Source: an optimization exercise on an open RTL-to-GDS flow (aim: small area, a short achievable clock period and few clock cycles). Production flows keep margins and buffers that such runs may drop. Only simulation tests tie the RTL to the original design; equivalence was not proved. No driver is modelled on the clock port, so clocking that relies on it looks cheaper here than on a real chip.

==> flow/design.v <==
module top_module(clk, rst, imem_addr, imem_rdata, dmem_addr, dmem_wdata, dmem_we, dmem_re, dmem_rdata, halted);
    input clk, rst;
    output [31:0] imem_addr;
    input  [31:0] imem_rdata;
    output [31:0] dmem_addr, dmem_wdata;
    output dmem_we, dmem_re;
    input  [31:0] dmem_rdata;
    output halted;
    reg [31:0] pc;         
    reg [31:0] ir;         
    reg        iv;         
    reg [31:0] mar;        
    reg [31:0] mdr;        
    reg        m_we, m_re, m_wen;
    reg [3:0]  m_rd;
    reg        f_eq, f_gt;
    reg        halted_r;
    reg        re_o, halt_o;   
    reg        busy;       
    reg        rst_q;      
    reg [3:0]  cnt;        
    reg        mswap;      
    assign imem_addr  = pc;
    assign dmem_addr  = mar;
    assign dmem_wdata = mdr;
    assign dmem_we    = m_we;
    assign dmem_re    = re_o;
    assign halted     = halt_o;
    wire [4:0] op    = ir[31:27];
    wire       imm_i = ir[26];
    wire [3:0] f_rd  = ir[25:22];
    wire [3:0] f_rs1 = ir[21:18];
    wire [3:0] f_rs2 = ir[17:14];
    wire o_add = op == 5'd0,  o_sub = op == 5'd1,  o_mul = op == 5'd2,  o_div = op == 5'd3;
    wire o_mod = op == 5'd4,  o_cmp = op == 5'd5,  o_and = op == 5'd6,  o_or  = op == 5'd7;
    wire o_not = op == 5'd8,  o_mov = op == 5'd9,  o_lsl = op == 5'd10, o_lsr = op == 5'd11;
    wire o_asr = op == 5'd12, o_ld  = op == 5'd14, o_st  = op == 5'd15;
    wire o_beq = op == 5'd16, o_bgt = op == 5'd17, o_b   = op == 5'd18, o_call = op == 5'd19;
    wire o_ret = op == 5'd20, o_hlt = op == 5'd31;
    wire o_dm    = o_div | o_mod;
    wire o_md    = o_mul | o_dm;
    wire o_shift = o_lsl | o_lsr | o_asr;
    wire o_logic = o_and | o_or | o_not | o_mov;
    wire o_sum   = o_add | o_sub | o_ld | o_st;
    wire use1 = o_sum | o_md | o_cmp | o_and | o_or | o_shift | o_ret;
    wire use2 = ((o_add | o_sub | o_md | o_cmp | o_logic | o_shift) & ~imm_i) | o_st;
    wire wen  = o_add | o_sub | o_md | o_logic | o_shift | o_ld | o_call;
    wire [3:0] ra1 = o_ret ? 4'd15 : f_rs1;
    wire [3:0] ra2 = o_st ? f_rd : f_rs2;
    wire [3:0] wd  = o_call ? 4'd15 : f_rd;
    wire [31:0] wdata;
    wire m_re_n = ~m_re;
    c_a22o u_wd[31:0] (.a1(mar), .a2(m_re_n), .b1(dmem_rdata), .b2(m_re), .y(wdata));
    wire [15:0] we, we_n;                          
    dec4w u_wdec(.a(m_rd), .en(m_wen), .y(we), .y_n(we_n));
    wire [511:0] rf_all;
    genvar gj;
    generate for (gj = 0; gj < 16; gj = gj + 1) begin : rf
        reg  [31:0] r;                             
        wire [31:0] d;
        c_a22o u_h[31:0] (.a1(wdata), .a2(we[gj]), .b1(r), .b2(we_n[gj]), .y(d));
        always @(posedge clk) r <= d;
        assign rf_all[32*gj +: 32] = r;
    end endgenerate
    wire byp1 = m_wen & (m_rd == ra1);
    wire byp2 = m_wen & (m_rd == ra2);
    wire [15:0] sel1, sel2;
    dec4 u_dec1(.a(ra1), .en(~byp1), .y(sel1));
    dec4 u_dec2(.a(ra2), .en(~byp2), .y(sel2));
    wire [31:0] A, rb;
    rdport u_rd1(.sel(sel1), .byp(byp1), .m(mar), .d(rf_all), .y(A));
    rdport u_rd2(.sel(sel2), .byp(byp2), .m(mar), .d(rf_all), .y(rb));
    wire md01 = ~ir[17] & ir[16];
    wire md10 = ir[17] & ~ir[16];
    wire o_br  = o_beq | o_bgt | o_b | o_call;
    wire [26:0] off_m1;
    dec27 u_dec(.a(ir[26:0]), .y(off_m1));
    wire nimm  = ~imm_i & ~o_br;
    wire en_lo = imm_i & ~md10 & ~o_br;
    wire en_hi = imm_i & md10 & ~o_br;
    wire sgn_i = imm_i & ~md01 & ~md10 & ir[15] & ~o_br;      
    wire sgn   = sgn_i | (o_br & (ir[26] | ~|ir[26:0]));      
    wire sgn_n = ~sgn_i;
    wire [31:0] B;
    wire [26:0] bn_;
    c_a222oi u_blo[26:0] (.a1({ir[10:0], ir[15:0]}), .a2({{11{en_hi}}, {16{en_lo}}}), .b1(rb[26:0]), .b2(nimm),
                          .c1(off_m1), .c2(o_br), .y(bn_));
    c_inv    u_bl1[15:0] (.a(bn_[15:0]), .y(B[15:0]));
    c_nand2  u_bl2[10:0] (.a(bn_[26:16]), .b(sgn_n), .y(B[26:16]));
    c_a221o  u_bhi[4:0] (.a1(ir[15:11]), .a2(en_hi), .b1(rb[31:27]), .b2(nimm), .c1(sgn), .y(B[31:27]));
    wire        do_sub = o_sub | o_cmp | o_dm;
    wire [31:0] bx;                           
    c_xor2 u_bx[31:0] (.a(B), .b(do_sub), .y(bx));
    wire [31:0] sum;
    wire        a_ge_b;                       
    wire [31:0] aa, aa_n, x2b;
    wire s_x  = o_dm & busy;
    wire s_aa = ~o_br & ~s_x;
    c_a222oi u_aa[31:0] (.a1(A), .a2(s_aa), .b1(pc), .b2(o_br), .c1(x2b), .c2(s_x), .y(aa_n));
    c_inv    u_aai[31:0] (.a(aa_n), .y(aa));
    rca #(32) u_add(.a(aa), .b(bx), .ci(do_sub), .s(sum), .co(a_ge_b));
    wire        a_eq_b = ~|sum;               
    reg [5:0] sba, sbb;
    integer si;
    always @(*) begin
        sba = 6'd0; sbb = 6'd0;
        for (si = 0; si < 32; si = si + 1) begin
            if (A[si]) sba = si + 1;
            if (B[si]) sbb = si + 1;
        end
    end
    wire [5:0] dsb = sba - sbb;               
    wire [4:0] dn  = {1'b0, dsb[4:1]} + 5'd1;  
    wire first  = ~busy;
    wire b_zero = ~|B;
    wire d_fast = ~a_ge_b | b_zero;           
    reg [3:0] lut;
    always @(*) begin
        lut = 4'b0000;
        if (o_and) lut = 4'b1000;
        if (o_or)  lut = 4'b1110;
        if (o_not) lut = 4'b0101;
        if (o_mov) lut = 4'b1010;
        if (o_mod & first & d_fast) lut = 4'b1100;            
        if (o_div & first & b_zero) lut = 4'b1111;            
    end
    wire [31:0] lres;
    c_mux4 u_lut[31:0] (.a0(lut[0]), .a1(lut[1]), .a2(lut[2]), .a3(lut[3]), .s0(B), .s1(A), .y(lres));
    wire [4:0] sh_amt = o_dm ? {dn[3:0], 1'b0} : B[4:0];
    wire       sh_big = o_dm ? dn[4] : |B[31:5];
    wire       fill   = o_asr & A[31];
    wire       fill_n = ~fill;
    wire [31:0] arev;
    genvar gr;
    generate for (gr = 0; gr < 32; gr = gr + 1) begin : rv
        assign arev[gr] = A[31-gr];
    end endgenerate
    wire [31:0] t1_n, u1, u2_n, u3, u4_n, u5;
    wire s_fwd = ~o_lsl & ~sh_big;
    wire s_rev = o_lsl & ~sh_big;
    c_a222oi u_s0[31:0] (.a1(A), .a2(s_fwd), .b1(arev), .b2(s_rev), .c1(sh_big), .c2(fill), .y(t1_n));
    c_mux2i  u_s1[31:0] (.a0(t1_n), .a1({fill_n, t1_n[31:1]}), .s(sh_amt[0]), .y(u1));
    c_mux2i  u_s2[31:0] (.a0(u1), .a1({{2{fill}}, u1[31:2]}), .s(sh_amt[1]), .y(u2_n));
    c_mux2i  u_s3[31:0] (.a0(u2_n), .a1({{4{fill_n}}, u2_n[31:4]}), .s(sh_amt[2]), .y(u3));
    c_mux2i  u_s4[31:0] (.a0(u3), .a1({{8{fill}}, u3[31:8]}), .s(sh_amt[3]), .y(u4_n));
    c_mux2i  u_s5[31:0] (.a0(u4_n), .a1({{16{fill_n}}, u4_n[31:16]}), .s(sh_amt[4]), .y(u5));
    wire [31:0] u5rev;
    generate for (gr = 0; gr < 32; gr = gr + 1) begin : rv2
        assign u5rev[gr] = u5[31-gr];
    end endgenerate
    wire swap_now = sba < sbb;
    wire [5:0] msb = swap_now ? sba : sbb;             
    wire [2:0] mg0 = (msb == 6'd0) ? 3'd0 : msb[5:2] - {2'b0, ~|msb[1:0]};
    wire swp  = first ? swap_now : mswap;              
    wire [2:0] g  = first ? mg0 : cnt[2:0];
    wire [3:0] mdig = swp ? A[4*g +: 4] : B[4*g +: 4];
    wire [1:0] ddig = A[2*cnt +: 2];
    wire       dv   = o_dm;
    wire       dv_n = ~dv;
    wire [3:0] bm_n = ~(mdig & {4{dv_n}});              
    wire [31:0] mcand_n;
    c_mux2i u_mc[31:0] (.a0(A), .a1(B), .s(swp), .y(mcand_n));
    wire [31:0] y1, y2, y3, y4;
    c_o22ai u_y1[31:0] (.a1(mcand_n), .a2(bm_n[3]), .b1(B), .b2(dv_n), .y(y1));
    c_o22ai u_y2[31:0] (.a1(mcand_n), .a2(bm_n[2]), .b1(B), .b2(dv_n), .y(y2));
    c_nor2  u_y3[31:0] (.a(mcand_n), .b(bm_n[1]), .y(y3));
    c_nor2  u_y4[31:0] (.a(mcand_n), .b(bm_n[0]), .y(y4));
    wire [31:0] acc;                                   
    c_and2 u_acc[31:0] (.a(mar), .b(busy), .y(acc));
    wire d1 = dv & ddig[1];
    wire d0 = dv & ddig[0];
    wire [32:0] x1 = {acc, d1};
    wire [32:0] s1, s2;
    wire [31:0] s3, s4;
    wire        co1, co2, unused_co3, unused_co4;
    rca #(33) u_r1(.a(x1), .b({dv, y1}), .ci(dv), .s(s1), .co(co1));
    rca #(33) u_r2(.a({s1[31:0], d0}), .b({dv, y2}), .ci(dv), .s(s2), .co(co2));
    assign s3[0] = y3[0];
    rcanc #(31) u_r3(.a(s2[30:0]), .b(y3[31:1]), .s(s3[31:1]), .co(unused_co3));
    assign x2b = {x1[30:0], d0};
    wire   co3 = acc[30] | a_ge_b;
    assign s4[0] = y4[0];
    rcanc #(31) u_r4(.a(s3[30:0]), .b(y4[31:1]), .s(s4[31:1]), .co(unused_co4));
    wire        q2 = co1 ? co2 : co3;
    wire [31:0] rem;
    c_mux4 u_rem[31:0] (.a0(x2b), .a1(sum), .a2({s1[30:0], d0}), .a3(s2[31:0]),
                        .s0(q2), .s1(co1), .y(rem));
    wire [31:0] q_out = {mdr[29:0], co1, q2};
    wire md_done = o_mul ? (g == 3'd0) : (first ? d_fast : (cnt == 4'd0));
    wire s_sum  = o_sum;
    wire s_srl  = o_lsr | o_asr | (o_dm & first & ~d_fast);
    wire s_lsl  = o_lsl;
    wire s_pc   = o_call;
    wire s_prod = o_mul;
    wire s_rem  = o_dm & busy & ~(o_div & md_done);
    wire s_quo  = o_div & busy & md_done;
    wire [31:0] res, rn1, rn2, rn3;
    c_a222oi u_rs1[31:0] (.a1(sum), .a2(s_sum), .b1(u5), .b2(s_srl), .c1(u5rev), .c2(s_lsl), .y(rn1));
    c_a222oi u_rs2[31:0] (.a1(pc), .a2(s_pc), .b1(s4), .b2(s_prod), .c1(rem), .c2(s_rem), .y(rn2));
    c_a21oi  u_rs3[31:0] (.a1(q_out), .a2(s_quo), .b1(lres), .y(rn3));
    c_nand3  u_rs4[31:0] (.a(rn1), .b(rn2), .c(rn3), .y(res));
    wire [31:0] pc_inc;
    inc32 u_inc(.a(pc), .y(pc_inc));
    wire act     = iv & ~halted_r;
    wire lu      = m_re & ((use1 & (m_rd == ra1)) | (use2 & (m_rd == ra2)));
    wire md_wait = o_md & ~md_done;
    wire stall   = act & (lu | md_wait);
    wire go      = act & ~lu & ~md_wait;                 
    wire taken   = go & (o_b | o_call | o_ret | (o_beq & f_eq) | (o_bgt & f_gt));
    wire hold  = ~rst_q & (halted_r | stall);
    wire p_ret = ~rst_q & taken & o_ret;
    wire p_bt  = ~rst_q & taken & ~o_ret;
    wire p_inc = ~rst_q & ~hold & ~taken;
    wire [31:0] pc_n, pc_h, pc_d;
    c_a222oi u_pc[31:0] (.a1(A), .a2(p_ret), .b1(sum), .b2(p_bt), .c1(pc_inc), .c2(p_inc), .y(pc_n));
    c_nand2  u_pch[31:0] (.a(pc), .b(hold), .y(pc_h));
    c_nand2  u_pcd[31:0] (.a(pc_n), .b(pc_h), .y(pc_d));
    always @(posedge clk) begin
        pc <= pc_d;
        rst_q <= rst;
        if (rst_q) begin
            iv <= 1'b0;
            m_we <= 1'b0; m_re <= 1'b0; m_wen <= 1'b0;
            f_eq <= 1'b0; f_gt <= 1'b0;
            halted_r <= 1'b0; halt_o <= 1'b0;
            busy <= 1'b0;
        end else if (!halted_r) begin
            if (!stall) iv <= ~taken & ~(go & o_hlt);
            m_we  <= go & o_st;
            m_re  <= go & o_ld;
            m_wen <= go & wen;
            m_rd  <= wd;
            if (go & o_cmp) begin f_eq <= a_eq_b; f_gt <= a_ge_b & ~a_eq_b; end
            if (go & o_hlt) begin halted_r <= 1'b1; halt_o <= 1'b1; end
            busy  <= act & ~lu & md_wait;
            cnt   <= o_mul ? {1'b0, g - 3'd1} : (first ? {1'b0, dsb[4:1]} : cnt - 4'd1);
            mswap <= swp;
        end
    end
    wire q_sel  = act & o_dm & busy;
    wire rb_sel = ~(act & o_dm);
    wire [31:0] mdr_d;
    c_a22o u_mdr[31:0] (.a1(q_out), .a2(q_sel), .b1(rb), .b2(rb_sel), .y(mdr_d));
    wire ir_en   = ~halted_r & ~stall;
    wire ir_en_n = ~ir_en;
    wire [31:0] ir_d;
    c_a22o u_ir[31:0] (.a1(imem_rdata), .a2(ir_en), .b1(ir), .b2(ir_en_n), .y(ir_d));
    always @(posedge clk) ir <= ir_d;
    always @(posedge clk) re_o <= ~rst_q & go & o_ld;
    always @(posedge clk) begin
        mar <= res;
        mdr <= mdr_d;
    end
endmodule
module dec4w(a, en, y, y_n);
    input  [3:0]  a;
    input         en;
    output [15:0] y, y_n;
    assign y   = {16{en}} & (16'd1 << a);
    assign y_n = ~y;
endmodule
module dec4(a, en, y);
    input  [3:0]  a;
    input         en;
    output [15:0] y;
    assign y = {16{en}} & (16'd1 << a);
endmodule
module rdport(sel, byp, m, d, y);
    input  [15:0]  sel;
    input          byp;
    input  [31:0]  m;
    input  [511:0] d;
    output [31:0]  y;
    genvar b;
    generate for (b = 0; b < 32; b = b + 1) begin : bt
        wire [6:0] n;
        c_a222oi u0(.a1(sel[0]),  .a2(d[32*0+b]),  .b1(sel[1]),  .b2(d[32*1+b]),  .c1(sel[2]),  .c2(d[32*2+b]),  .y(n[0]));
        c_a222oi u1(.a1(sel[3]),  .a2(d[32*3+b]),  .b1(sel[4]),  .b2(d[32*4+b]),  .c1(sel[5]),  .c2(d[32*5+b]),  .y(n[1]));
        c_a222oi u2(.a1(sel[6]),  .a2(d[32*6+b]),  .b1(sel[7]),  .b2(d[32*7+b]),  .c1(sel[8]),  .c2(d[32*8+b]),  .y(n[2]));
        c_a222oi u3(.a1(sel[9]),  .a2(d[32*9+b]),  .b1(sel[10]), .b2(d[32*10+b]), .c1(sel[11]), .c2(d[32*11+b]), .y(n[3]));
        c_a222oi u4(.a1(sel[12]), .a2(d[32*12+b]), .b1(sel[13]), .b2(d[32*13+b]), .c1(sel[14]), .c2(d[32*14+b]), .y(n[4]));
        c_nand2  u5(.a(sel[15]), .b(d[32*15+b]), .y(n[5]));
        c_nand2  u6(.a(byp), .b(m[b]), .y(n[6]));
        c_nand7  u7(.a(n), .y(y[b]));
    end endgenerate
endmodule
module rca #(parameter W = 32) (a, b, ci, s, co);
    input  [W-1:0] a, b;
    input          ci;
    output [W-1:0] s;
    output         co;
    wire [W:0] c;
    assign c[0] = ci;
    genvar i;
    generate for (i = 0; i < W; i = i + 1) begin : g
        assign s[i]   = a[i] ^ b[i] ^ c[i];
        assign c[i+1] = (a[i] & b[i]) | (c[i] & (a[i] ^ b[i]));
    end endgenerate
    assign co = c[W];
endmodule
module rcanc #(parameter W = 32) (a, b, s, co);
    input  [W-1:0] a, b;
    output [W-1:0] s;
    output         co;
    wire [W:0] c;
    assign c[0] = 1'b0;
    genvar i;
    generate for (i = 0; i < W; i = i + 1) begin : g
        assign s[i]   = a[i] ^ b[i] ^ c[i];
        assign c[i+1] = (a[i] & b[i]) | (c[i] & (a[i] ^ b[i]));
    end endgenerate
    assign co = c[W];
endmodule
module inc32(a, y);
    input  [31:0] a;
    output [31:0] y;
    wire [32:0] c;
    assign c[0] = 1'b1;
    genvar i;
    generate for (i = 0; i < 32; i = i + 1) begin : g
        assign y[i]   = a[i] ^ c[i];
        assign c[i+1] = a[i] & c[i];
    end endgenerate
endmodule
module dec27(a, y);
    input  [26:0] a;
    output [26:0] y;
    wire [26:0] bn;                   
    wire [6:0]  gp;                   
    assign gp[1] = |a[3:0];
    genvar i, k;
    generate
        for (k = 1; k < 6; k = k + 1) begin : grp
            c_or2 ug(.a(gp[k]), .b(|a[4*k +: 4]), .y(gp[k+1]));
        end
        for (i = 1; i < 27; i = i + 1) begin : g
            if (i % 4 == 0) begin : b0
                assign bn[i] = gp[i/4];
            end else if (i < 4) begin : bl
                assign bn[i] = |a[i-1:0];
            end else begin : bx
                assign bn[i] = gp[i/4] | (|a[i-1:4*(i/4)]);
            end
            c_xnor2 ux(.a(a[i]), .b(bn[i]), .y(y[i]));
        end
    endgenerate
    c_inv u0(.a(a[0]), .y(y[0]));
endmodule
module c_inv(a, y);
    input a; output y;
    assign y = ~a;
endmodule
module c_and2(a, b, y);
    input a, b; output y;
    assign y = a & b;
endmodule
module c_nor2(a, b, y);
    input a, b; output y;
    assign y = ~(a | b);
endmodule
module c_nand2(a, b, y);
    input a, b; output y;
    assign y = ~(a & b);
endmodule
module c_nand3(a, b, c, y);
    input a, b, c; output y;
    assign y = ~(a & b & c);
endmodule
module c_nand7(a, y);
    input [6:0] a; output y;
    assign y = ~&a;
endmodule
module c_xnor2(a, b, y);
    input a, b; output y;
    assign y = ~(a ^ b);
endmodule
module c_or2(a, b, y);
    input a, b; output y;
    assign y = a | b;
endmodule
module c_xor2(a, b, y);
    input a, b; output y;
    assign y = a ^ b;
endmodule
module c_mux2(a0, a1, s, y);
    input a0, a1, s; output y;
    assign y = s ? a1 : a0;
endmodule
module c_mux2i(a0, a1, s, y);
    input a0, a1, s; output y;
    assign y = ~(s ? a1 : a0);
endmodule
module c_mux4(a0, a1, a2, a3, s0, s1, y);
    input a0, a1, a2, a3, s0, s1; output y;
    assign y = s1 ? (s0 ? a3 : a2) : (s0 ? a1 : a0);
endmodule
module c_a21oi(a1, a2, b1, y);
    input a1, a2, b1; output y;
    assign y = ~((a1 & a2) | b1);
endmodule
module c_a22o(a1, a2, b1, b2, y);
    input a1, a2, b1, b2; output y;
    assign y = (a1 & a2) | (b1 & b2);
endmodule
module c_a22oi(a1, a2, b1, b2, y);
    input a1, a2, b1, b2; output y;
    assign y = ~((a1 & a2) | (b1 & b2));
endmodule
module c_a221o(a1, a2, b1, b2, c1, y);
    input a1, a2, b1, b2, c1; output y;
    assign y = (a1 & a2) | (b1 & b2) | c1;
endmodule
module c_a222oi(a1, a2, b1, b2, c1, c2, y);
    input a1, a2, b1, b2, c1, c2; output y;
    assign y = ~((a1 & a2) | (b1 & b2) | (c1 & c2));
endmodule
module c_a2bb2oi(a1_n, a2_n, b1, b2, y);
    input a1_n, a2_n, b1, b2; output y;
    assign y = ~((~a1_n & ~a2_n) | (b1 & b2));
endmodule
module c_o22ai(a1, a2, b1, b2, y);
    input a1, a2, b1, b2; output y;
    assign y = ~((a1 | a2) & (b1 | b2));
endmodule
==> flow/flow/run.sh <==
#!/bin/bash
# Own layout flow: the standard flow (standard.sh) unchanged, except
# that the port buffers that global placement inserts on every input and
# output port are plain sky130_fd_sc_hd__buf_1 cells instead of the
# default pick (a delay buffer). The full output of the standard flow goes
# to standard.log in this folder; ORFS writes each step's own log under
# orfs/logs/.
set -euo pipefail
export BUFFER_PORTS_ARGS="-buffer_cell sky130_fd_sc_hd__buf_1"
bash standard.sh > standard.log 2>&1
==> flow/standard.sh <==
#!/bin/bash
# synth_recipe.tcl (not shown) runs the flow's synth.tcl, then flattens the netlist and writes it again
# the make line also repeats each setting of config.mk as NAME=value (left out here)
make -C /OpenROAD-flow-scripts/flow DESIGN_CONFIG=/design/flow/config.mk WORK_HOME=/design/flow/orfs CLKGATE_MAP_FILE= SYNTH_SCRIPT=/design/flow/synth_recipe.tcl "${@:-finish}"
==> flow/config.mk <==
export PLATFORM = sky130hd
export DESIGN_NAME = top_module
export DESIGN_NICKNAME = top_module
export VERILOG_FILES = /design/flow/design.v
export SDC_FILE = /design/flow/constraint.sdc
export NUM_CORES = 8
export LEC_CHECK = 0
export CAP_MARGIN = 30
export CORE_MARGIN = 2
export CORE_UTILIZATION = 60
export CTS_BUF_LIST = sky130_fd_sc_hd__clkbuf_4 sky130_fd_sc_hd__clkbuf_8
export CTS_CLUSTER_DIAMETER = 50
export CTS_CLUSTER_SIZE = 16
export SLEW_MARGIN = 30
export SYNTH_HIERARCHICAL = 1
export SYNTH_MINIMUM_KEEP_SIZE = 0
==> flow/constraint.sdc <==
create_clock -name core_clock -period 150.0 [get_ports {clk}]
set_input_delay 30.0000 -clock core_clock [delete_from_list [all_inputs] [get_ports {clk}]]
set_output_delay 30.0000 -clock core_clock [all_outputs]
set_load 0.01 [all_outputs]
==> flow_summary.ini, run 1 <==
[sta]
worst_slew_pin_slew_ns = 1.22
setup_violations = 0
maxSlewViolCount = 0
hold_viol = 0
period_needed_ns = 31.69
grt_setup_unrepaired = false
fin_crit_sh = 0.211
setup_tns_ns = 0
slew_headroom = 0.182
worst_slack_ns = 118.31
finClkSkew_ns = 0.0872
max_freq_mhz = 31.6

[worst_setup_path]
rrSetupSlack_ns = 121.76
crit_end = dmem_addr[7]
rr_worst_depth = 77
rr_startpoint = ir[30]
reg2reg_to = mar[10]
startpoint = mar[7]
crit_buf_inv = 1
required_ns = 120.00
crit_chain = buf_1
worstPathArrival_ns = 1.69
worst_path_max_delay_cell = dfxtp_1
crit_type = reg2out
cp.depth = 1
crit_family = flip-flops
slowest_delay_ns = 0.73
worstSetupStartpointType = register
worst-path-max-fanout = 5
cp-end-kind = output pin

[finish]
postLayoutCellArea_um2 = 43700
area_growth_pct = 12.2
nNetsFinal = 4273
fill_cells = 4981
drive_above_1_share = 0.125

[clocking]
cts_tree = done
cts_sinks = 660
numCtsBuffers = 72
root_buffer = clkbuf_8
clock_path_buffers = 3
ctsHoldBuffers = 0
post_cts_buffers = 0
cts_resized = 0
clk_pin_slew_ns = 0.09
htree_levels = 3
clock_latency_ns = 0.75

[global_routing]
grt_pass1_vias = 41200
grt_max_degree = 43
grt_util_all_layers = 0.548
grt_pass1_wl_mm = 273
antenna_found_initial = 10
grt.overflow.total = 0

[worst_hold_path]
hold_class = reg2reg

[die]
dieWidth_um = 259
num_rows = 93
die_h_um = 259
io_pins = 165
start_util = 0.605
die-area_um2 = 67000
core_area_um2 = 64300

[synth]
syn_area_per_cell_um2 = 10.7
synthCells = 3649
synth_fp_nets = 3916
synth_area_um2 = 39000
ys_warn_count = 7

[route]
drc = 0
drt_pass1_iterations = 22
totalWireLength_mm = 192
vias = 43300
first_iter_violations = 13500
wl_per_cell_um = 39.0
viasPerCell = 8.80
ant_nets = 0

[place]
dp_hpwl_mm = 116
dp_slack_ns = 118.99
dpl_cell_area_um2 = 41900
globalplace.congestion = 1.03
io_buffer_count = 164

[status]
status = timing/DRC/antenna clean

[run]
cap_violations = 0
## placed cells by master, fill, tap and decap left out, drive strengths merged, types with 9 or more instances in the layout
cell type / count
and2: 38
dfxtp: 651
nor2b: 12
xnor2: 33
a222oi: 507
clkinv: 15
clkbuf: 86
ha: 43
nand3b: 9
nand3: 53
or2: 19
edfxtp: 9
or3: 16
a211oi: 13
fa: 158
inv: 157
a21oi: 75
nand2b: 20
a22o: 610
nand2: 279
mux2i: 233
o22ai: 70
diode: 9
nor4: 29
mux4: 70
and4: 67
nand4: 75
nor3: 37
xor2: 40
nor2: 168
buf: 308
o21ai: 37
## worst min-delay path by stage
| stage | startpoint | endpoint | slack (ns) | depth (start not counted) |
|---|---|---|---|---|
| after floorplan | f_gt | f_gt | 0.43 | 2 |
| after global placement | f_gt | f_gt | 0.44 | 2 |
| after detailed placement | f_gt | f_gt | 0.45 | 2 |
| after CTS | f_gt | f_gt | 0.46 | 2 |
| after global routing | f_gt | f_gt | 0.50 | 2 |
| final | f_gt | f_gt | 0.46 | 2 |
## per-layer routing
metal,track usage,share of wire,up-vias,routed length (um)
met5,0.0392,0.0024,-,468
met3,0.293,0.20,1346,38000
met2,0.722,0.38,5179,73300
met4,0.377,0.089,18,17100
li1,-,-,16400,-
met1,0.678,0.33,20400,63200
## registers in the layout (all words and copies together), names as in the netlist, 4 cells and up
| name | cells |
|---|---|
| rf.r | 512 |
| ir | 32 |
| mdr | 32 |
| pc | 32 |
| cnt | 4 |
| m_rd | 4 |
| mar | 32 |
## tightest hold or removal path, stage by stage, from the launching register on
cell and delay [ns]:
dfxtp_1 0.32, nand2_1 0.05, a21oi_1 0.05
## area by class of cell
class / count / area, um^2 / share of cell area
Clock buffer: 85 / 1120 / 0.0256
Tap cell: 855 / 1070 / 0.0245
Sequential cell: 660 / 13300 / 0.304
Clock inverter: 43 / 543 / 0.0124
Antenna cell: 9 / 22.5 / 0.000515
Multi-Input combinational cell: 2827 / 25400 / 0.582
Timing Repair Buffer: 309 / 1720 / 0.0393
Inverter: 136 / 510 / 0.0117
## through the flow
stage	util	hold slack (ns)	instances
after global placement	0.651	0.438	4780
after detailed placement	0.652	0.445	4781
final	0.679	0.457	4924
after CTS	0.678	0.459	4909
after global routing	0.679	0.498	4916
after floorplan	-	0.428	3649
Testbench counts, summed over its fixed seeds: cycles 183,731.
==> run 2: changes to the inputs <==
--- a/flow/design.v
+++ b/flow/design.v
@@ -126,4 +126,5 @@
     end
-    wire [31:0] lres;
-    c_mux4 u_lut[31:0] (.a0(lut[0]), .a1(lut[1]), .a2(lut[2]), .a3(lut[3]), .s0(B), .s1(A), .y(lres));
+    wire [31:0] lres_n;                       
+    wire [3:0]  lut_n = ~lut;
+    c_mux4 u_lut[31:0] (.a0(lut_n[0]), .a1(lut_n[1]), .a2(lut_n[2]), .a3(lut_n[3]), .s0(B), .s1(A), .y(lres_n));
     wire [4:0] sh_amt = o_dm ? {dn[3:0], 1'b0} : B[4:0];
@@ -199,4 +200,4 @@
     c_a222oi u_rs2[31:0] (.a1(pc), .a2(s_pc), .b1(s4), .b2(s_prod), .c1(rem), .c2(s_rem), .y(rn2));
-    c_a21oi  u_rs3[31:0] (.a1(q_out), .a2(s_quo), .b1(lres), .y(rn3));
-    c_nand3  u_rs4[31:0] (.a(rn1), .b(rn2), .c(rn3), .y(res));
+    c_nand2  u_rs3[31:0] (.a(q_out), .b(s_quo), .y(rn3));
+    c_nand4  u_rs4[31:0] (.a(rn1), .b(rn2), .c(rn3), .d(lres_n), .y(res));
     wire [31:0] pc_inc;
@@ -368,2 +369,6 @@
 endmodule
+module c_nand4(a, b, c, d, y);
+    input a, b, c, d; output y;
+    assign y = ~(a & b & c & d);
+endmodule
 module c_nand7(a, y);
==> flow/run.sh (new file) <==
#!/bin/bash
# synth_recipe.tcl (not shown) runs the flow's synth.tcl, then flattens the netlist and writes it again
# the make line also repeats each setting of config.mk as NAME=value (left out here)
make -C /OpenROAD-flow-scripts/flow DESIGN_CONFIG=/design/flow/config.mk WORK_HOME=/design/flow/orfs CLKGATE_MAP_FILE= SYNTH_SCRIPT=/design/flow/synth_recipe.tcl finish
--- a/flow/config.mk
+++ b/flow/config.mk
@@ -10,5 +10,4 @@
 export CORE_UTILIZATION = 60
-export CTS_BUF_LIST = sky130_fd_sc_hd__clkbuf_4 sky130_fd_sc_hd__clkbuf_8
-export CTS_CLUSTER_DIAMETER = 50
-export CTS_CLUSTER_SIZE = 16
+export CTS_CLUSTER_DIAMETER = 100
+export CTS_CLUSTER_SIZE = 20
 export SLEW_MARGIN = 30
removed: flow/flow/run.sh
removed: flow/standard.sh
==> flow_summary.ini, run 2 <==
[status]
status = timing/DRC/antenna clean

[worst_setup_path]
rrSetupSlack_ns = 122.76
crit_family = flip-flops
rr_worst_depth = 77
crit_chain = clkdlybuf4s50_1
worstPathArrival_ns = 2.07
worst_path_max_delay_cell = dfxtp_1
crit_buf_inv = 1
slowest_delay_ns = 0.76
worstSetupStartpointType = register
crit_type = reg2out
cp-end-kind = output pin
reg2reg_to = mar[2]
rr_startpoint = ir[29]
worst-path-max-fanout = 5
required_ns = 120.00

[worst_hold_path]
hold_path_end = f_gt
hold_class = reg2reg
hp-start = f_gt
hold_depth = 2

[global_routing]
grt_max_degree = 53
grt_util_all_layers = 0.545
grt.overflow.total = 0
grt_pass1_vias = 41200
grt_pass1_wl_mm = 271
antenna_found_initial = 9

[die]
dieWidth_um = 258
die_h_um = 258
start_util = 0.603
io_pins = 165
num_rows = 93
core_area_um2 = 64100
die-area_um2 = 66500

[finish]
seq_area_um2 = 13300
multi_input_area_um2 = 25100
final_common_cell = dfxtp_1
fill_cells = 4882
top_register = rf.r
postLayoutCellArea_um2 = 44100
area_growth_pct = 14.0
nNetsFinal = 4209
final_cell_mix = dfxtp_1, a22o_1, a222oi_1
largest_register_ffs = 512
drive_above_1_share = 0.0994

[clocking]
clk_pin_slew_ns = 0.09
cts_tree = done
htree_levels = 2
post_cts_buffers = 0
root_buffer = clkbuf_16
cts_resized = 0
ctsHoldBuffers = 0
cts_sinks = 660
numCtsBuffers = 42
clock_path_buffers = 3
clock_latency_ns = 0.64

[sta]
period_needed_ns = 32.07
slew_headroom = 0.201
setup_violations = 0
finClkSkew_ns = 0.0280
grt_setup_unrepaired = false
fin_crit_sh = 0.214
worst_slew_pin_slew_ns = 1.19
setup_tns_ns = 0
maxSlewViolCount = 0
max_freq_mhz = 31.2
hold_viol = 0

[route]
vias = 43000
viasPerCell = 8.92
wl_per_cell_um = 39.4
drt_pass1_iterations = 22
first_iter_violations = 13600
totalWireLength_mm = 190
ant_nets = 0
drc = 0

[synth]
synth_fp_nets = 3888
synthCells = 3620
syn_area_per_cell_um2 = 10.7
synth_area_um2 = 38700
ys_warn_count = 7

[place]
dpl_cell_area_um2 = 42600
dp_hpwl_mm = 117
io_buffer_count = 164
globalplace.congestion = 1.04

[run]
cap_violations = 0
==> run 2: area by class of cell <==
type / count / share of cell area
flip-flops and latches: 660 / 0.302
multi-input cells: 2794 / 0.571
repair buffers: 305 / 0.0633
clock inverters: 11 / 0.00355
well taps: 855 / 0.0243
inverters: 138 / 0.0118
clock buffers: 44 / 0.0240
diodes: 10 / 0.000568
==> run 2: metal layers <==
metal	global-route usage	vias up	share of wire
met2	0.718	5237	0.38
met3	0.286	1328	0.20
li1	-	16200	-
met1	0.676	20200	0.32
met5	0.0199	-	0.0015
met4	0.384	16	0.090
==> run 2: per-stage QoR <==
step	setup WS, ns	utilization	std cells	hold slack (ns)
6_report	117.93	0.687	4817	0.458
5_1_grt	118.00	0.687	4808	0.486
4_1_cts	118.04	0.684	4797	0.461
3_5_place_dp	118.63	0.665	4742	0.449
3_3_place_gp	118.67	0.664	4737	0.439
2_1_floorplan	119.30	-	3620	0.428
==> run 2: worst max-delay path by stage <==
stage	from	endpoint	slack [ns]	cells after the start
floorplan	dmem_rdata[0]	rf[11].r[0]	119.30	2
global placement	dmem_rdata[1]	rf[3].r[1]	118.67	3
detailed placement	dmem_rdata[1]	rf[6].r[1]	118.63	3
CTS	mar[12]	dmem_addr[12]	118.04	1
global route	mar[22]	dmem_addr[22]	118.00	1
finish	mar[15]	dmem_addr[15]	117.93	1
==> run 2: worst register-to-register path, delay by kind of cell (launching register included) <==
family	cells	cell delay [ns]
AND/OR/NAND/NOR	19	5.31
buffers and inverters	7	1.61
multiplexers	2	1.02
flip-flops	1	0.83
AO/OA/AOI/OAI	13	3.99
adder cells (fa/ha/maj)	36	14.15
Testbench counts of run 2, summed over its fixed seeds: cycles 183,731.
==> run 3: changes to the inputs <==
==> flow/flow/run.sh (new file) <==
#!/bin/bash
# Own layout flow: the standard flow (standard.sh), with two changes:
#  - the port buffers that global placement puts on every input and output
#    port are plain sky130_fd_sc_hd__buf_1 cells (not the default pick, a
#    delay buffer);
#  - after CTS, the flip-flops that drive output ports are upsized
#    (upsize_out.tcl), before routing continues as standard.
# Each step's full output goes to its own log in this folder.
set -euo pipefail
export BUFFER_PORTS_ARGS="-buffer_cell sky130_fd_sc_hd__buf_1"
bash standard.sh cts > standard_cts.log 2>&1
R=orfs/results/sky130hd/top_module/base
IN_ODB=$R/4_cts.odb IN_SDC=$R/4_cts.sdc OUT_ODB=$R/4_cts.odb \
  openroad -no_init -exit flow/upsize_out.tcl > upsize_out.log 2>&1
bash standard.sh finish > standard_finish.log 2>&1
==> flow/flow/upsize_out.tcl (new file) <==
# Runs between CTS and global routing: the flip-flops that drive an output
# port's buffer get the next drive strength (dfxtp_1 -> dfxtp_2), then the
# placement is legalized again. Reads and rewrites 4_cts.odb.
set P $::env(FLOW_HOME)/platforms/sky130hd
read_lef $P/lef/sky130_fd_sc_hd.tlef
read_lef $P/lef/sky130_fd_sc_hd_merged.lef
read_liberty $P/lib/sky130_fd_sc_hd__tt_025C_1v80.lib
read_db $::env(IN_ODB)
read_sdc $::env(IN_SDC)
source $P/setRC.tcl
estimate_parasitics -placement
set_propagated_clock [all_clocks]
puts "before: worst slack [worst_slack -max]"
set n 0
foreach port [get_ports -filter "direction == output"] {
  set net [get_nets [get_full_name $port]]
  foreach drv [get_pins -of_objects $net -filter "direction == output"] {
    set buf [get_cells -of_objects $drv]
    foreach ip [get_pins -of_objects $buf -filter "direction == input"] {
      set in_net [get_nets -of_objects $ip]
      foreach d2 [get_pins -of_objects $in_net -filter "direction == output"] {
        set c [get_cells -of_objects $d2]
        if {[get_property $c ref_name] == "sky130_fd_sc_hd__dfxtp_1"} {
          replace_cell $c sky130_fd_sc_hd__dfxtp_2
          incr n
        }
      }
    }
  }
}
puts "upsized $n flip-flops"
detailed_placement
check_placement
estimate_parasitics -placement
puts "after: worst slack [worst_slack -max]"
write_db $::env(OUT_ODB)
==> flow/standard.sh (new file) <==
#!/bin/bash
# synth_recipe.tcl (not shown) runs the flow's synth.tcl, then flattens the netlist and writes it again
# the make line also repeats each setting of config.mk as NAME=value (left out here)
make -C /OpenROAD-flow-scripts/flow DESIGN_CONFIG=/design/flow/config.mk WORK_HOME=/design/flow/orfs CLKGATE_MAP_FILE= SYNTH_SCRIPT=/design/flow/synth_recipe.tcl "${@:-finish}"
removed: flow/run.sh
==> flow_summary.ini, run 3 <==
[status]
status = timing/DRC/antenna clean

[clocking]
cts_tree = done
root_buffer = clkbuf_16
htree_levels = 2
ctsHoldBuffers = 0
clk_pin_slew_ns = 0.09
post_cts_buffers = 0
clock_path_buffers = 3
clock_latency_ns = 0.64
numCtsBuffers = 41
cts_sinks = 660
cts_resized = 0

[sta]
setup_tns_ns = 0
slew_headroom = 0.233
holdWs_ns = 0.467
grt_setup_unrepaired = false
hold_viol = 0
setup_violations = 0
maxSlewViolCount = 0
worst_slew_pin_slew_ns = 1.15
finClkSkew_ns = 0.0281
max_freq_mhz = 31.8
fin_crit_sh = 0.210
period_needed_ns = 31.49

[worst_setup_path]
crit_family = flip-flops
rrSetupSlack_ns = 122.99
crit_chain = buf_1
worst-path-max-fanout = 5
rr_startpoint = ir[29]
crit_type = reg2out
required_ns = 120.00
worstSetupStartpointType = register
startpoint = mar[15]
cp-end-kind = output pin
crit_buf_inv = 1
worstPathArrival_ns = 1.48
slowest_delay_ns = 0.52
worst_path_max_delay_cell = dfxtp_2

[route]
ant_nets = 0
viasPerCell = 8.91
vias = 42900
wl_per_cell_um = 39.4
totalWireLength_mm = 190
drc = 0
first_iter_violations = 12800
drt_pass1_iterations = 28

[run]
cap_violations = 0

[synth]
syn_area_per_cell_um2 = 10.7
ys_warn_count = 7
synth_fp_nets = 3888
synth_area_um2 = 38700
synthCells = 3620

[worst_hold_path]
hp-start = f_gt
hold_class = reg2reg

[die]
die_h_um = 258
num_rows = 93
io_pins = 165
core_area_um2 = 64100
die-area_um2 = 66500
start_util = 0.603
dieWidth_um = 258

[finish]
nNetsFinal = 4208
top_register = rf.r
final_cell_mix = a22o_1, dfxtp_1, a222oi_1
area_growth_pct = 11.3
largest_register_ffs = 512
final_common_cell = a22o_1
drive_above_1_share = 0.124

[place]
io_buffer_count = 164
dp_hpwl_mm = 117
globalplace.congestion = 0.996

[global_routing]
grt_max_degree = 48
grt_pass1_vias = 41100
grt_util_all_layers = 0.545
grt_pass1_wl_mm = 271
grt.overflow.total = 0
antenna_found_initial = 8
## run 3: changes by cell type in the layout (fill, tap and decap cells not counted), moves of 2 or more
cell and change:
clkinv_2 +2, nand2_4 -2, buf_1 +164, buf_2 +4, inv_16 -2, clkbuf_8 -2
dfxtp_2 +100, clkdlybuf4s50_1 -164, dfxtp_1 -100, buf_4 +5, buf_6 -7, nand2_2 +2
diode_2 -3
## run 3: area by class of cell
class	instances	area (um^2)
Clock buffer	44	1040
Timing Repair Buffer	305	1710
Tap cell	855	1070
Multi-Input combinational cell	2794	25100
Sequential cell	660	13400
Clock inverter	10	92.6
Fill cell	5057	21100
Antenna cell	7	17.5
Inverter	138	518
## run 3: stage by stage
| step | worst slack [ns] | utilization | cell area (um^2) | std cells |
|---|---|---|---|---|
| finish | 118.52 | 0.671 | 43000 | 4813 |
| global placement | 119.03 | 0.649 | 41600 | 4743 |
| CTS | 118.49 | 0.666 | 42700 | 4798 |
| detailed placement | 119.00 | 0.649 | 41600 | 4744 |
| global route | 118.59 | 0.671 | 43000 | 4808 |
| floorplan | 119.30 | - | 38700 | 3620 |
## run 3: final timing paths
path | to | cells past startpoint
min reg2reg | f_gt | 2
max reg2reg | mar[4] | 75
max | dmem_addr[15] | 1
min | f_gt | 2
## run 3: layer usage
layer  GRT usage  share of wire
met5      0.0385         0.0025
met1       0.667           0.33
met4       0.415          0.093
met3       0.275           0.19
met2       0.722           0.39
==> run 4: changes to the inputs <==
--- a/flow/design.v
+++ b/flow/design.v
@@ -126,5 +126,4 @@
     end
-    wire [31:0] lres_n;                       
-    wire [3:0]  lut_n = ~lut;
-    c_mux4 u_lut[31:0] (.a0(lut_n[0]), .a1(lut_n[1]), .a2(lut_n[2]), .a3(lut_n[3]), .s0(B), .s1(A), .y(lres_n));
+    wire [31:0] lres;
+    c_mux4 u_lut[31:0] (.a0(lut[0]), .a1(lut[1]), .a2(lut[2]), .a3(lut[3]), .s0(B), .s1(A), .y(lres));
     wire [4:0] sh_amt = o_dm ? {dn[3:0], 1'b0} : B[4:0];
@@ -200,4 +199,4 @@
     c_a222oi u_rs2[31:0] (.a1(pc), .a2(s_pc), .b1(s4), .b2(s_prod), .c1(rem), .c2(s_rem), .y(rn2));
-    c_nand2  u_rs3[31:0] (.a(q_out), .b(s_quo), .y(rn3));
-    c_nand4  u_rs4[31:0] (.a(rn1), .b(rn2), .c(rn3), .d(lres_n), .y(res));
+    c_a21oi  u_rs3[31:0] (.a1(q_out), .a2(s_quo), .b1(lres), .y(rn3));
+    c_nand3  u_rs4[31:0] (.a(rn1), .b(rn2), .c(rn3), .y(res));
     wire [31:0] pc_inc;
@@ -369,6 +368,2 @@
 endmodule
-module c_nand4(a, b, c, d, y);
-    input a, b, c, d; output y;
-    assign y = ~(a & b & c & d);
-endmodule
 module c_nand7(a, y);
--- a/flow/config.mk
+++ b/flow/config.mk
@@ -10,4 +10,4 @@
 export CORE_UTILIZATION = 60
-export CTS_CLUSTER_DIAMETER = 100
-export CTS_CLUSTER_SIZE = 20
+export CTS_CLUSTER_DIAMETER = 60
+export CTS_CLUSTER_SIZE = 30
 export SLEW_MARGIN = 30
==> flow_summary.ini, run 4 <==
[run]
cap_violations = 0

[synth]
synth_fp_nets = 3916
syn_area_per_cell_um2 = 10.7
synthCells = 3649
ys_warn_count = 7
synth_area_um2 = 39000

[global_routing]
grt.overflow.total = 0
grt_pass1_vias = 41300
grt_pass1_wl_mm = 272
antenna_found_initial = 8
grt_max_degree = 43
grt_util_all_layers = 0.547

[worst_hold_path]
hold_class = reg2reg
hp-start = f_gt

[finish]
final_common_cell = a22o_1
nNetsFinal = 4245
largest_register_ffs = 512
drive_above_1_share = 0.139
final_cell_mix = a22o_1, dfxtp_1, a222oi_1
top_register = rf.r
fill_cells = 4922
area_growth_pct = 12.7

[die]
die_h_um = 259
core_area_um2 = 64300
num_rows = 93
dieWidth_um = 259
io_pins = 165
start_util = 0.605
die-area_um2 = 67000

[route]
totalWireLength_mm = 192
first_iter_violations = 13200
viasPerCell = 8.87
wl_per_cell_um = 39.3
ant_nets = 0
vias = 43200
drc = 0
drt_pass1_iterations = 20

[place]
io_buffer_count = 164
dp_hpwl_mm = 116
globalplace.congestion = 1.03

[sta]
setup_violations = 0
period_needed_ns = 31.38
slew_headroom = 0.199
maxSlewViolCount = 0
holdWs_ns = 0.457
fin_crit_sh = 0.209
max_freq_mhz = 31.9
worst_slew_pin_slew_ns = 1.19
grt_setup_unrepaired = false
hold_viol = 0
setup_tns_ns = 0
finClkSkew_ns = 0.0623

[worst_setup_path]
required_ns = 120.00
crit_buf_inv = 1
worstSetupStartpointType = register
crit_family = flip-flops
worst_path_max_delay_cell = dfxtp_2
crit_type = reg2out
rrSetupSlack_ns = 121.70
startpoint = mar[24]
rr_startpoint = ir[30]
cp-end-kind = output pin
worstPathArrival_ns = 1.38
worst-path-max-fanout = 5
crit_chain = buf_1
slowest_delay_ns = 0.54

[clocking]
clock_path_buffers = 3
htree_levels = 2
cts_tree = done
numCtsBuffers = 45
root_buffer = clkbuf_16
clock_latency_ns = 0.66
cts_resized = 0
post_cts_buffers = 0
cts_sinks = 660
clk_pin_slew_ns = 0.09
ctsHoldBuffers = 0

[status]
status = timing/DRC/antenna clean
[run 4: per-stage QoR]
step	utilization	instances	setup slack [ns]	instance area, um^2
after floorplan	-	3649	119.30	39000
after global placement	0.651	4780	119.06	41900
after detailed placement	0.652	4781	118.99	41900
after CTS	0.679	4863	118.46	43700
after global routing	0.682	4868	118.64	43900
final	0.682	4873	118.62	43900
[run 4: area by class of cell]
cell class / instances / area, um^2 / share of cell area
Multi-Input combinational cell: 2827 / 25400 / 0.579
Timing Repair Buffer: 308 / 1690 / 0.0385
Antenna cell: 5 / 12.5 / 0.000285
Clock buffer: 48 / 1160 / 0.0264
Sequential cell: 660 / 13400 / 0.306
Inverter: 136 / 510 / 0.0116
Clock inverter: 34 / 614 / 0.0140
Tap cell: 855 / 1070 / 0.0244
[run 4: routing by layer]
layer	global-route usage	vias up	share of wire
li1	-	16300	-
met1	0.677	20500	0.33
met2	0.719	5146	0.38
met3	0.288	1315	0.20
met4	0.383	18	0.088
met5	0.0406	-	0.0024
[run 4: worst min-delay path, delay by kind of cell (launching register included)]
family             cells  cell delay (ns)
and+or+nand+nor        1             0.05
DFF                    1             0.32
AOI/OAI and AO/OA      1             0.05
[run 4: final timing paths]
kind              cells past startpoint       endpoint
setup / recovery                      1  dmem_addr[24]
hold / removal                        2           f_gt
setup reg to reg                     78         mar[9]
hold reg to reg                       2           f_gt
Testbench counts of run 4, summed over its fixed seeds: cycles 183,731.
==> run 5: changes to the inputs <==
--- a/flow/config.mk
+++ b/flow/config.mk
@@ -10,4 +10,4 @@
 export CORE_UTILIZATION = 60
-export CTS_CLUSTER_DIAMETER = 60
-export CTS_CLUSTER_SIZE = 30
+export CTS_CLUSTER_DIAMETER = 100
+export CTS_CLUSTER_SIZE = 20
 export SLEW_MARGIN = 30
==> flow_summary.ini, run 5 <==
[sta]
maxSlewViolCount = 0
worst_slack_ns = 118.63
worst_slew_pin_slew_ns = 1.23
grt_setup_unrepaired = false
slew_headroom = 0.177
setup_tns_ns = 0
fin_crit_sh = 0.209
setup_violations = 0
period_needed_ns = 31.37
finClkSkew_ns = 0.0482
max_freq_mhz = 31.9
hold_viol = 0
holdWs_ns = 0.455

[worst_setup_path]
rr_startpoint = ir[30]
worstSetupStartpointType = register
cp-end-kind = output pin
worstPathArrival_ns = 1.37
rrSetupSlack_ns = 122.15
reg2reg_to = mar[10]
required_ns = 120.00
worst-path-max-fanout = 5
crit_family = buffers and inverters
crit_buf_inv = 2
rr_worst_depth = 78
slowest_delay_ns = 0.32
crit_type = reg2out
crit_chain = buf_4 -> buf_1
worst_path_max_delay_cell = dfxtp_1

[die]
die-area_um2 = 67000
dieWidth_um = 259
start_util = 0.605
num_rows = 93
io_pins = 165
core_area_um2 = 64300
die_h_um = 259

[finish]
nNetsFinal = 4240
postLayoutCellArea_um2 = 43300
final_common_cell = a22o_1
largest_register_ffs = 512
drive_above_1_share = 0.132
top_register = rf.r
area_growth_pct = 11.1
final_cell_mix = a22o_1, dfxtp_1, a222oi_1

[worst_hold_path]
hold_path_end = f_gt
hold_class = reg2reg
hold_depth = 2
hp-start = f_gt

[global_routing]
grt.overflow.total = 0
grt_util_all_layers = 0.543
grt_max_degree = 43
grt_pass1_vias = 40900
grt_pass1_wl_mm = 271
antenna_found_initial = 12

[place]
dp_hpwl_mm = 116
dp_slack_ns = 118.99
globalplace.congestion = 1.03
dpl_cell_area_um2 = 41900
io_buffer_count = 164

[clocking]
clk_pin_slew_ns = 0.08
cts_tree = done
cts_sinks = 660
clock_latency_ns = 0.64
numCtsBuffers = 40
post_cts_buffers = 0
root_buffer = clkbuf_16
clock_path_buffers = 3
htree_levels = 2
ctsHoldBuffers = 0
cts_resized = 0

[route]
highest_layer = met5
viasPerCell = 8.89
wl_met2_mm = 72.6
first_iter_violations = 13100
wirelength_met1_mm = 63.4
drc = 0
wl_per_cell_um = 39.3
wl_met3_mm = 37.3
totalWireLength_mm = 190
vias = 43100
ant_nets = 0
drt_pass1_iterations = 20

[synth]
synth_area_um2 = 39000
synth_fp_nets = 3916
synthCells = 3649
ys_warn_count = 7
syn_area_per_cell_um2 = 10.7

[status]
status = timing/DRC/antenna clean

[run]
cap_violations = 0
run 5: worst max-delay path by stage:
stage / start / endpoint / slack [ns] / cells after the start
after global routing: mar[2] / dmem_addr[2] / 118.65 / 2
after floorplan: dmem_rdata[0] / rf[11].r[0] / 119.30 / 2
final: mar[2] / dmem_addr[2] / 118.63 / 2
after detailed placement: dmem_rdata[0] / rf[0].r[0] / 118.99 / 3
after CTS: mar[3] / dmem_addr[3] / 118.45 / 1
after global placement: dmem_rdata[0] / rf[1].r[0] / 119.06 / 3
run 5: tightest hold or removal path, cell delays in order (launching register included):
cell	delay [ns]
dfxtp_1	0.31
nand2_1	0.05
a21oi_1	0.05
run 5: layout make-up:
type                            count  area (um^2)
Clock buffer                       42         1030
Inverter                          136          510
Timing Repair Buffer              308         1700
Tap cell                          855         1070
Antenna cell                        6         15.0
Fill cell                        4993        21100
Sequential cell                   660        13400
Clock inverter                      7         95.1
Multi-Input combinational cell   2827        25400
run 5: metal layers:
metal,global-route usage,vias to the layer above
met2,0.715,5139
li1,-,16300
met3,0.286,1310
met4,0.379,20
met1,0.672,20300
met5,0.0299,-
run 5: metrics by stage:
step,instances,util
final,4841,0.672
after global routing,4835,0.672
after CTS,4830,0.669
after detailed placement,4781,0.652
after global placement,4780,0.651
after floorplan,3649,-
==> run 6: changes to the inputs <==
--- a/flow/design.v
+++ b/flow/design.v
@@ -126,4 +126,5 @@
     end
-    wire [31:0] lres;
-    c_mux4 u_lut[31:0] (.a0(lut[0]), .a1(lut[1]), .a2(lut[2]), .a3(lut[3]), .s0(B), .s1(A), .y(lres));
+    wire [31:0] lres_n;                       
+    wire [3:0]  lut_n = ~lut;
+    c_mux4 u_lut[31:0] (.a0(lut_n[0]), .a1(lut_n[1]), .a2(lut_n[2]), .a3(lut_n[3]), .s0(B), .s1(A), .y(lres_n));
     wire [4:0] sh_amt = o_dm ? {dn[3:0], 1'b0} : B[4:0];
@@ -199,4 +200,4 @@
     c_a222oi u_rs2[31:0] (.a1(pc), .a2(s_pc), .b1(s4), .b2(s_prod), .c1(rem), .c2(s_rem), .y(rn2));
-    c_a21oi  u_rs3[31:0] (.a1(q_out), .a2(s_quo), .b1(lres), .y(rn3));
-    c_nand3  u_rs4[31:0] (.a(rn1), .b(rn2), .c(rn3), .y(res));
+    c_nand2  u_rs3[31:0] (.a(q_out), .b(s_quo), .y(rn3));
+    c_nand4  u_rs4[31:0] (.a(rn1), .b(rn2), .c(rn3), .d(lres_n), .y(res));
     wire [31:0] pc_inc;
@@ -368,2 +369,6 @@
 endmodule
+module c_nand4(a, b, c, d, y);
+    input a, b, c, d; output y;
+    assign y = ~(a & b & c & d);
+endmodule
 module c_nand7(a, y);
--- a/flow/flow/run.sh
+++ b/flow/flow/run.sh
@@ -5,4 +5,5 @@
 #    delay buffer);
-#  - after CTS, the flip-flops that drive output ports are upsized
-#    (upsize_out.tcl), before routing continues as standard.
+#  - after CTS, the flip-flops that drive output ports are upsized, and so
+#    are output port buffers placed far from their pins (upsize_out.tcl),
+#    before routing continues as standard.
 # Each step's full output goes to its own log in this folder.
==> flow/flow/upsize_out.tcl (replaced) <==
# Runs between CTS and global routing. (1) The flip-flops that drive an
# output port's buffer get the next drive strength (dfxtp_1 -> dfxtp_2).
# (2) An output port buffer placed far from its pin gets a stronger cell
# (buf_1 -> buf_2 beyond 25 um, buf_4 beyond 60 um). Then the placement is
# legalized again. Reads and rewrites 4_cts.odb.
set P $::env(FLOW_HOME)/platforms/sky130hd
read_lef $P/lef/sky130_fd_sc_hd.tlef
read_lef $P/lef/sky130_fd_sc_hd_merged.lef
read_liberty $P/lib/sky130_fd_sc_hd__tt_025C_1v80.lib
read_db $::env(IN_ODB)
read_sdc $::env(IN_SDC)
source $P/setRC.tcl
estimate_parasitics -placement
set_propagated_clock [all_clocks]
puts "before: worst slack [worst_slack -max]"
set nf 0
set nb 0
set block [ord::get_db_block]
foreach bt [$block getBTerms] {
  if {[$bt getIoType] != "OUTPUT"} continue
  set bb [$bt getBBox]
  set px [expr {([$bb xMin] + [$bb xMax]) / 2.0}]
  set py [expr {([$bb yMin] + [$bb yMax]) / 2.0}]
  foreach it [[$bt getNet] getITerms] {
    if {![$it isOutputSignal]} continue
    set buf [$it getInst]
    set loc [$buf getLocation]
    set d [expr {(abs([lindex $loc 0] - $px) + abs([lindex $loc 1] - $py)) / [$block getDbUnitsPerMicron]}]
    if {[[$buf getMaster] getName] == "sky130_fd_sc_hd__buf_1"} {
      if {$d > 60} {
        replace_cell [get_cells [$buf getName]] sky130_fd_sc_hd__buf_4; incr nb
      } elseif {$d > 25} {
        replace_cell [get_cells [$buf getName]] sky130_fd_sc_hd__buf_2; incr nb
      }
    }
    # the flip-flop that drives the buffer
    foreach bit [$buf getITerms] {
      if {![$bit isInputSignal]} continue
      foreach fit [[$bit getNet] getITerms] {
        if {![$fit isOutputSignal]} continue
        set ff [$fit getInst]
        if {[[$ff getMaster] getName] == "sky130_fd_sc_hd__dfxtp_1"} {
          replace_cell [get_cells [$ff getName]] sky130_fd_sc_hd__dfxtp_2; incr nf
        }
      }
    }
  }
}
puts "upsized $nf flip-flops and $nb port buffers"
detailed_placement
check_placement
estimate_parasitics -placement
puts "after: worst slack [worst_slack -max]"
write_db $::env(OUT_ODB)
==> flow_summary.ini, run 6 <==
[worst_setup_path]
rrSetupSlack_ns = 122.92
worstSetupStartpointType = register
rr_startpoint = ir[29]
cp-end-kind = output pin
rr_worst_depth = 75
slowest_delay_ns = 0.59
crit_family = flip-flops
crit_buf_inv = 1
required_ns = 120.00
reg2reg_to = mar[4]
crit_type = reg2out
crit_chain = buf_1
worst-path-max-fanout = 5
worst_path_max_delay_cell = dfxtp_2
worstPathArrival_ns = 1.41

[finish]
area_growth_pct = 11.3
final_cell_mix = a22o_1, dfxtp_1, a222oi_1
nNetsFinal = 4208
final_common_cell = a22o_1
top_register = rf.r
postLayoutCellArea_um2 = 43000
largest_register_ffs = 512
drive_above_1_share = 0.127

[route]
drt_pass1_iterations = 22
wl_per_cell_um = 39.3
first_iter_violations = 12700
ant_nets = 0
totalWireLength_mm = 189
drc = 0
vias = 42800
viasPerCell = 8.90

[clocking]
cts_resized = 0
post_cts_buffers = 0
cts_sinks = 660
root_buffer = clkbuf_16
clock_latency_ns = 0.64
clock_path_buffers = 3
ctsHoldBuffers = 0
clk_pin_slew_ns = 0.08
cts_tree = done
numCtsBuffers = 41
htree_levels = 2

[sta]
worst_slew_pin_slew_ns = 1.15
max_freq_mhz = 31.8
maxSlewViolCount = 0
setup_tns_ns = 0
slew_headroom = 0.230
hold_viol = 0
period_needed_ns = 31.41
fin_crit_sh = 0.209
grt_setup_unrepaired = false
setup_violations = 0
finClkSkew_ns = 0.0280

[place]
dpl_cell_area_um2 = 41600
dp_hpwl_mm = 117
io_buffer_count = 164
globalplace.congestion = 0.996

[worst_hold_path]
hold_class = reg2reg
hp-start = f_gt
hold_depth = 2
hold_path_end = f_gt

[global_routing]
grt_pass1_wl_mm = 271
grt_util_all_layers = 0.545
grt_pass1_vias = 41100
grt_max_degree = 48
grt.overflow.total = 0
antenna_found_initial = 8

[synth]
synthCells = 3620
synth_area_um2 = 38700
syn_area_per_cell_um2 = 10.7
ys_warn_count = 7
synth_fp_nets = 3888

[run]
cap_violations = 0

[die]
io_pins = 165
core_area_um2 = 64100
die_h_um = 258
dieWidth_um = 258
start_util = 0.603
die-area_um2 = 66500
num_rows = 93

[status]
status = timing/DRC/antenna clean
## run 6: metrics by stage
stage / hold slack [ns] / setup WS (ns) / cells / util
after floorplan: 0.428 / 119.30 / 3620 / -
after global placement: 0.438 / 119.03 / 4743 / 0.649
after detailed placement: 0.453 / 119.00 / 4744 / 0.649
after CTS: 0.464 / 118.49 / 4798 / 0.666
after global routing: 0.497 / 118.59 / 4808 / 0.671
final: 0.467 / 118.59 / 4815 / 0.671
## run 6: worst max path at each step
| stage | from | end | depth (start not counted) |
|---|---|---|---|
| detailed placement | dmem_rdata[16] | rf[8].r[16] | 3 |
| floorplan | dmem_rdata[0] | rf[11].r[0] | 2 |
| global placement | dmem_rdata[16] | rf[1].r[16] | 3 |
| global route | mar[29] | dmem_addr[29] | 1 |
| finish | mar[29] | dmem_addr[29] | 1 |
| CTS | mar[12] | dmem_addr[12] | 1 |
## run 6: layout make-up
cell class	instances	area (um^2)
multi-input cells	2794	25100
repair buffers	305	1740
fillers	5062	21100
flip-flops and latches	660	13400
clock buffers	44	1040
inverters	138	518
diodes	9	22.5
clock inverters	10	92.6
well taps	855	1070
## run 6: per-layer routing
| metal | global-route usage | part of all wire |
|---|---|---|
| met5 | 0.0385 | 0.0032 |
| met4 | 0.415 | 0.094 |
| met3 | 0.277 | 0.19 |
| met2 | 0.721 | 0.38 |
| met1 | 0.666 | 0.33 |
Testbench counts of run 6, summed over its fixed seeds: cycles 183,731.
==> run 7: changes to the inputs <==
--- a/flow/config.mk
+++ b/flow/config.mk
@@ -10,4 +10,4 @@
 export CORE_UTILIZATION = 60
-export CTS_CLUSTER_DIAMETER = 100
-export CTS_CLUSTER_SIZE = 20
+export CTS_CLUSTER_DIAMETER = 120
+export CTS_CLUSTER_SIZE = 24
 export SLEW_MARGIN = 30
==> flow_summary.ini, run 7 <==
[status]
status = timing/DRC/antenna clean

[finish]
fill_cells = 5067
drive_above_1_share = 0.124
final_common_cell = a22o_1
stdcell_count = 4800
top_register = rf.r
multi_input_area_um2 = 25100
nNetsFinal = 4201
largest_register_ffs = 512
area_growth_pct = 10.9
seq_area_um2 = 13400
final_cell_mix = a22o_1, dfxtp_1, a222oi_1

[clocking]
cts_sinks = 660
clk_pin_slew_ns = 0.10
ctsHoldBuffers = 0
cts_tree = done
clock_latency_ns = 0.63
clock_path_buffers = 3
htree_levels = 2
root_buffer = clkbuf_16
numCtsBuffers = 34
post_cts_buffers = 0
cts_resized = 0

[die]
start_util = 0.603
io_pins = 165
die_h_um = 258
core_area_um2 = 64100
num_rows = 93
die-area_um2 = 66500
dieWidth_um = 258

[worst_setup_path]
crit_family = flip-flops
worst_path_max_delay_cell = dfxtp_2
startpoint = mar[14]
required_ns = 120.00
worst-path-max-fanout = 5
rrSetupSlack_ns = 122.99
rr_startpoint = ir[29]
slowest_delay_ns = 0.56
crit_chain = buf_1
worstSetupStartpointType = register
reg2reg_to = mar[2]
crit_type = reg2out
worstPathArrival_ns = 1.39
rr_worst_depth = 75
crit_buf_inv = 1
cp-end-kind = output pin

[global_routing]
grt_pass1_wl_mm = 269
antenna_found_initial = 7
grt.overflow.total = 0
grt_max_degree = 48
grt_util_all_layers = 0.543
grt_pass1_vias = 41000

[place]
dp_cells = 4744
dp_hpwl_mm = 117
globalplace.congestion = 0.996
io_buffer_count = 164
dp_slack_ns = 119.00

[sta]
max_freq_mhz = 31.9
holdWs_ns = 0.470
worst_slack_ns = 118.61
worst_slew_pin_slew_ns = 1.16
finClkSkew_ns = 0.0297
maxSlewViolCount = 0
hold_viol = 0
slew_headroom = 0.221
period_needed_ns = 31.39
fin_crit_sh = 0.209
grt_setup_unrepaired = false
setup_tns_ns = 0
setup_violations = 0

[synth]
synth_area_um2 = 38700
ys_warn_count = 7
synth_fp_nets = 3888
syn_area_per_cell_um2 = 10.7
synthCells = 3620

[worst_hold_path]
hold_class = reg2reg
hp-start = f_gt
hold_depth = 2
hold_path_end = f_gt

[route]
viasPerCell = 8.90
totalWireLength_mm = 189
vias = 42700
drc = 0
wl_per_cell_um = 39.3
first_iter_violations = 12700
drt_pass1_iterations = 17
ant_nets = 0

[run]
cap_violations = 0
-- run 7: final cells by class --
| cell class | count | share of cell area |
|---|---|---|
| clock inverter | 6 | 0.00181 |
| tap | 855 | 0.0250 |
| timing repair buffer | 305 | 0.0406 |
| multi-input combinational | 2794 | 0.586 |
| antenna | 6 | 0.000350 |
| sequential | 660 | 0.313 |
| inverter | 138 | 0.0121 |
| clock buffer | 36 | 0.0205 |
-- run 7: worst max path at each step --
| stage | depth (start not counted) | slack (ns) | endpoint |
|---|---|---|---|
| after CTS | 1 | 118.49 | dmem_addr[12] |
| final | 1 | 118.61 | dmem_addr[14] |
| after global placement | 3 | 119.03 | rf[1].r[16] |
| after floorplan | 2 | 119.30 | rf[11].r[0] |
| after global routing | 1 | 118.61 | dmem_addr[29] |
| after detailed placement | 3 | 119.00 | rf[8].r[16] |
-- run 7: metrics by stage --
stage	cell area [um^2]	utilization
floorplan	38700	-
global placement	41600	0.649
detailed placement	41600	0.649
CTS	42600	0.664
global route	42900	0.668
finish	42900	0.669
-- run 7: per-layer routing --
metal  global-route usage  part of all wire
met3                0.255              0.19
met2                0.725              0.39
met5               0.0427            0.0021
met1                0.673              0.33
met4                0.403             0.091

afterwards: timing with drivers on the ports:
No port has a modelled driver above. Below, the same layouts with a new extraction and two added sets of constraints.
Step 1 (the two cells are an assumption about what drives the block):
set clk [get_ports {clk}]
set_driving_cell -lib_cell sky130_fd_sc_hd__clkbuf_16 $clk
set_driving_cell -lib_cell sky130_fd_sc_hd__buf_2 [delete_from_list [all_inputs] $clk]
Step 2 moves the port delays by t, midway between the first and last clock arrival at a register: inputs arrive t later, outputs are due t later. That takes back most of the time a late clock gives input paths.
Slacks: ideal ports / drivers / drivers and shift; pairs: ideal ports / drivers.
run | shift t [ns] | slack for setup (ns) | worst setup path at the end | worst slew at a driven data input, ns | cell pins on the clock port's net
run 1 | 0.775 | 118.308 / 118.241 / 118.840 | input to register | 0.05 | 1
run 2 | 0.697 | 117.933 / 117.862 / 118.549 | input to register | 0.05 | 1
run 3 | 0.700 | 118.515 / 118.443 / 118.871 | input to register | 0.06 | 1
run 4 | 0.699 | 118.616 / 118.547 / 118.830 | input to register | 0.05 | 1
run 5 | 0.687 | 118.628 / 118.555 / 118.873 | input to register | 0.05 | 1
run 6 | 0.698 | 118.591 / 118.518 / 118.870 | input to register | 0.06 | 1
run 7 | 0.687 | 118.611 / 118.540 / 118.857 | input to register | 0.06 | 1
After both steps every run listed still meets setup and hold.
